From an optimization exercise on the open Yosys and OpenROAD flow, aimed at small area and a short achievable clock period; shortcuts taken in it are not production practice.
At most, simulation tests tie the RTL to the original design; equivalence was not proved.
No activity file was given, so power comes from the tool's default toggle rates.

Design NineCoreProcessor, start of the top module:
module NineCoreProcessor(
    input clk,
    input reset,
    input [3:0] core_id,
    input [7:0] instruction,
    input [7:0] operand1,
    input [7:0] operand2,
    output reg [7:0] result
);
Size in the first run: ~5400 cells after synthesis, roughly 2500 flip-flops.
clock: 17.0 ns
lec_check: 0
cap_margin: 20
core_margin: 2
core_utilization: 50
slew_margin: 20
run.sh (not shown) runs the stock make flow with config.mk's settings and CLKGATE_MAP_FILE= SYNTH_SCRIPT=/design/flow/synth_recipe.tcl, a recipe that flattens the netlist after the stock synthesis.
The first run passed the timing, design-rule and antenna checks.
==> next run, changes <==
==> flow/flow/run.sh (new file) <==
#!/bin/bash
set -euo pipefail
MARGIN=$(cat flow/margin.txt)
bash standard.sh SETUP_SLACK_MARGIN=$MARGIN finish > standard_flow.log 2>&1
==> flow/flow/margin.txt (new file) <==
9
==> flow/standard.sh (new file) <==
#!/bin/bash
# synth_recipe.tcl (not shown) runs the flow's synth.tcl, then flattens the netlist and writes it again
# the make line also repeats each setting of config.mk as NAME=value (left out here)
make -C /OpenROAD-flow-scripts/flow DESIGN_CONFIG=/design/flow/config.mk WORK_HOME=/design/flow/orfs CLKGATE_MAP_FILE= SYNTH_SCRIPT=/design/flow/synth_recipe.tcl "${@:-finish}"
removed: flow/run.sh
Outcome: Synthesized area stays the same. Clock skew came out higher by 0.037 ns. Count of clock-buffer cells in the layout came out lower by 2. Via count grows slightly. Utilization grows by 0.45 points. Design area increases slightly. Routed wire length rose slightly. Hold slack is about the same.
==> next run, changes <==
==> flow/run.sh (new file) <==
#!/bin/bash
# synth_recipe.tcl (not shown) runs the flow's synth.tcl, then flattens the netlist and writes it again
# the make line also repeats each setting of config.mk as NAME=value (left out here)
make -C /OpenROAD-flow-scripts/flow DESIGN_CONFIG=/design/flow/config.mk WORK_HOME=/design/flow/orfs CLKGATE_MAP_FILE= SYNTH_SCRIPT=/design/flow/synth_recipe.tcl finish
--- a/flow/config.mk
+++ b/flow/config.mk
@@ -6,4 +6,5 @@
 export NUM_CORES = 4
 export LEC_CHECK = 0
+export ABC_CLOCK_PERIOD_IN_PS = 4000
 export CAP_MARGIN = 20
 export CORE_MARGIN = 2
removed: flow/flow/run.sh
removed: flow/flow/margin.txt
removed: flow/standard.sh
After rerunning: Setup slack degrades by 2.3 ns; worst hold slack is about the same; design area drops slightly; power fell slightly.
No functional check of the RTL was part of any run of this note.

========
Setup of v10:
Another version of the RTL of NineCoreProcessor (not shown whole).
Size in the first run: ~5700 cells after synthesis, ~38 I/O pins.
// NineCoreProcessor
module NineCoreProcessor(
    input clk,
    input reset,
    input [3:0] core_id,
    input [7:0] instruction,
    input [7:0] operand1,
    input [7:0] operand2,
    output reg [7:0] result
);
Settings: LEC_CHECK=0, CAP_MARGIN=20, CORE_MARGIN=2, CORE_UTILIZATION=65, CTS_BUF_LIST=sky130_fd_sc_hd__clkbuf_8, CTS_CLUSTER_DIAMETER=60, CTS_CLUSTER_SIZE=16, SLEW_MARGIN=20; clock period 17.0 ns.
standard.sh (not shown) runs the stock make flow with config.mk's settings and CLKGATE_MAP_FILE= SYNTH_SCRIPT=/design/flow/synth_recipe.tcl, a recipe that flattens the netlist after the stock synthesis.
==> flow/flow/run.sh <==
#!/bin/bash
# Own layout flow:
#  1. the standard synthesis (standard.sh synth), unchanged;
#  2. its combinational logic re-mapped by ABC with the full and half adder
#     cells broken up again (flow/resynth.sh), so that ABC can optimise across
#     them; every flip-flop instance is kept as it is (name, cell, pins);
set -euo pipefail
MARGIN=$(cat flow/margin.txt)
R=orfs/results/sky130hd/NineCoreProcessor/base
bash standard.sh synth > standard_synth.log 2>&1
cp $R/1_2_yosys.v $R/1_2_yosys_standard.v
bash flow/resynth.sh $R/1_2_yosys_standard.v $R/1_2_yosys.v resynth_yosys.log 17
rm -f $R/1_synth.odb $R/1_synth.sdc
bash standard.sh synth > standard_synth_odb.log 2>&1
bash standard.sh SETUP_SLACK_MARGIN=$MARGIN finish > standard_flow.log 2>&1
==> flow/flow/margin.txt <==
12.5
Other scripts of this flow, unchanged in this note and not shown: flow/flow/abc.constr, flow/flow/dontuse.txt, flow/flow/libfuncs.py, flow/flow/resynth.sh
v10: flow completed, timing, DRC and antenna clean
--- input diff v10..v7 ---
- swapping 16 for 14 in CTS_CLUSTER_SIZE
- swapping 65 for 58 in CORE_UTILIZATION
- swapping sky130_fd_sc_hd__clkbuf_8 for sky130_fd_sc_hd__clkbuf_8 sky130_fd_sc_hd__clkbuf_16 in CTS_BUF_LIST
==> flow/flow/margin.txt <==
12
Findings:
Measured against each other, v10 and v7 differ in net switching fraction of the power, the lower figure coming from v7. Internal portion of total power (v7 vs. v10) increases by more than 10%. Compared with v10, in v7 proportion of power drawn by combinational gates lower; starting DRC count in detailed routing lower; part of the total power dissipated in the clock network higher. Launch point of the critical path: mad[0] -> v10, core_id[1] -> v7. Per the comparison of v7 with v10, power shows an increase of 13%; chip height shows an increase of about 6%; worst setup slack shows an increase of 55 ps.
Here is what was changed in the inputs of v25 compared with v7.
- CTS_CLUSTER_SIZE changed from 14 to 16
- CORE_UTILIZATION changed from 58 to 65
- CTS_BUF_LIST changed from sky130_fd_sc_hd__clkbuf_8 sky130_fd_sc_hd__clkbuf_16 to sky130_fd_sc_hd__clkbuf_8
[summary]
- v7 ended up with core_id[1] as its source of the critical timing path; v25 ended up with pb[4].
- From v7 to v25 the numbers moved as follows: maximum number of pins on one net before global-route repair moved up; summed area of non-filler cells in the final layout moved down; source-to-sink clock delay at the later pin of the worst-skew pair moved up; via count moved up; share of the clock period used by the worst path moved up.
- The maximum clock frequency of v25 is lower than that of v7.
- ~same routing usage on met3 in v25 and v7
- Worst voltage drop across the vdd grid ended up 0.00090 mV higher on v25 than on v7.

========
NineCoreProcessor again, from the RTL that the note above started with.
clock: 17.0 ns
lec_check: 0
cap_margin: 20
core_margin: 2
core_utilization: 50
cts_buf_list: sky130_fd_sc_hd__clkbuf_4 sky130_fd_sc_hd__clkbuf_8
slew_margin: 20
tns_end_percent: 10
==> flow/flow/margin.txt <==
13
Scripts as last shown in full above: flow/flow/run.sh
Other scripts of this flow, unchanged in this note and not shown: flow/flow/abc.constr, flow/flow/dontuse.txt, flow/flow/libfuncs.py, flow/flow/resynth.sh
The starting point went through all stages and came out clean.
==> next run, changes <==
==> flow/flow/margin.txt (replaced) <==
12
Settings changed: CORE_UTILIZATION 50 to 58, CTS_BUF_LIST sky130_fd_sc_hd__clkbuf_4 sky130_fd_sc_hd__clkbuf_8 to sky130_fd_sc_hd__clkbuf_8, CTS_CLUSTER_DIAMETER set to 60, CTS_CLUSTER_SIZE set to 16, TNS_END_PERCENT 10 to unset.
Cell count came out lower by roughly a tenth.
Clock-buffer cell count goes down by 405.
Maximum frequency came out lower slightly.
Cell area decreases by a few percent.

========
NineCoreProcessor again, from the RTL that the note above started with.
Design NineCoreProcessor, start of the top module:
module NineCoreProcessor(
    input clk,
    input reset,
    input [3:0] core_id,
    input [7:0] instruction,
    input [7:0] operand1,
    input [7:0] operand2,
    output reg [7:0] result
);
==> flow/config.mk <==
export PLATFORM = sky130hd
export DESIGN_NAME = NineCoreProcessor
export DESIGN_NICKNAME = NineCoreProcessor
export VERILOG_FILES = /design/flow/design.v
export SDC_FILE = /design/flow/constraint.sdc
export NUM_CORES = 4
export LEC_CHECK = 0
export CAP_MARGIN = 20
export CORE_MARGIN = 2
export CORE_UTILIZATION = 70
export CTS_BUF_LIST = sky130_fd_sc_hd__clkbuf_8
export CTS_CLUSTER_DIAMETER = 60
export CTS_CLUSTER_SIZE = 16
export SLEW_MARGIN = 20
==> flow/constraint.sdc <==
create_clock -name core_clock -period 17.0 [get_ports {clk}]
set_input_delay 3.4000 -clock core_clock [delete_from_list [all_inputs] [get_ports {clk}]]
set_output_delay 3.4000 -clock core_clock [all_outputs]
set_load 0.01 [all_outputs]
==> flow/flow/margin.txt <==
12.5
Scripts as last shown in full above: flow/flow/run.sh
Other scripts of this flow, unchanged in this note and not shown: flow/flow/abc.constr, flow/flow/dontuse.txt, flow/flow/libfuncs.py, flow/flow/resynth.sh
==> next run, changes <==
==> flow/flow/margin.txt (replaced) <==
12
--- a/flow/config.mk
+++ b/flow/config.mk
@@ -8,7 +8,5 @@
 export CAP_MARGIN = 20
 export CORE_MARGIN = 2
-export CORE_UTILIZATION = 70
-export CTS_BUF_LIST = sky130_fd_sc_hd__clkbuf_8
-export CTS_CLUSTER_DIAMETER = 60
-export CTS_CLUSTER_SIZE = 16
+export CORE_UTILIZATION = 58
+export CTS_BUF_LIST = sky130_fd_sc_hd__clkbuf_4 sky130_fd_sc_hd__clkbuf_8
 export SLEW_MARGIN = 20
=> The new run completed with no timing, DRC or antenna violations. Combinational power is about the same. Power rose by 17%. Register-to-register slack improved by 0.13 ns.
==> next run, changes <==
--- a/flow/config.mk
+++ b/flow/config.mk
@@ -8,5 +8,5 @@
 export CAP_MARGIN = 20
 export CORE_MARGIN = 2
-export CORE_UTILIZATION = 58
+export CORE_UTILIZATION = 50
 export CTS_BUF_LIST = sky130_fd_sc_hd__clkbuf_4 sky130_fd_sc_hd__clkbuf_8
 export SLEW_MARGIN = 20
After rerunning: Clock skew grows by 0.044 ns. Critical path depth shrinks by 6. Sequential share of layout area shrinks by 0.37 points. Global-route usage shrinks by 3.7 points. Power grows by 0.60%. Synthesized cell count is unchanged. Register-to-register slack loses 0.07 ns. Cell count grows by 5.2%. Routed wire length grows by 2.1%. Worst setup slack loses 0.071 ns.
==> next run, changes <==
==> flow/flow/margin.txt (replaced) <==
11
After rerunning: Global-route usage falls by 1.4 points. Sequential share of layout area rises by 1.7 points. Routed wire length falls by 4.7%. Power falls by 1.7%. Synthesized cell count is unchanged. Fmax falls by 7.9%. Final area falls by 2.8%. Non-clock buffer count falls by 153. Combinational power falls by 11%. Die area is unchanged. Critical path depth rises by 1.

==> afterwards: timing with drivers on the ports <==
The flow's constraints put no driver on any port. The routed layouts listed below were extracted and timed again, unchanged, in two steps. Step 1 (the two cells are an assumption about what drives the block):
set clk [get_ports {clk}]
set_driving_cell -lib_cell sky130_fd_sc_hd__clkbuf_16 $clk
set_driving_cell -lib_cell sky130_fd_sc_hd__buf_2 [delete_from_list [all_inputs] $clk]
Step 2, shift: input delay + t, output delay - t, t = (earliest + latest rising clock arrival at the registers) / 2. This alone moves slack from input paths to output paths. Slacks: no drivers / after step 1 / after step 2; pairs: no drivers / after step 1.
run	t, ns	slack for setup (ns)	hold slack, ns
the first run of note 1	0.988	6.832 / 6.832 / 6.832	0.528 / 0.528 / 0.528
the second run of note 1	0.979	9.174 / 9.174 / 9.174	0.528 / 0.528 / 0.528
the third run of note 1	0.988	6.832 / 6.832 / 6.832	0.528 / 0.528 / 0.528
v10	1.075	11.407 / 11.407 / 10.516	0.374 / 0.374 / 0.374
v7	0.932	11.462 / 11.469 / 10.578	0.367 / 0.367 / 0.367
v25	1.042	11.380 / 11.380 / 10.449	0.370 / 0.370 / 0.370
the first run of note 3	1.124	11.437 / 11.440 / 10.351	0.361 / 0.361 / 0.361
the second run of note 3	1.042	11.416 / 11.440 / 10.398	0.372 / 0.372 / 0.372
the first run of note 4	1.053	11.374 / 11.374 / 10.514	0.367 / 0.367 / 0.367
the second run of note 4	1.141	11.508 / 11.508 / 10.428	0.367 / 0.367 / 0.367
the third run of note 4	1.131	11.437 / 11.444 / 10.349	0.364 / 0.364 / 0.364
the fourth run of note 4	1.126	10.960 / 11.021 / 9.895	0.356 / 0.356 / 0.356
After both steps every run listed still meets setup and hold. The setup slack of the third run of note 4, which loses most, moves by +0.007 ns with the drivers and by -1.088 ns with both steps.
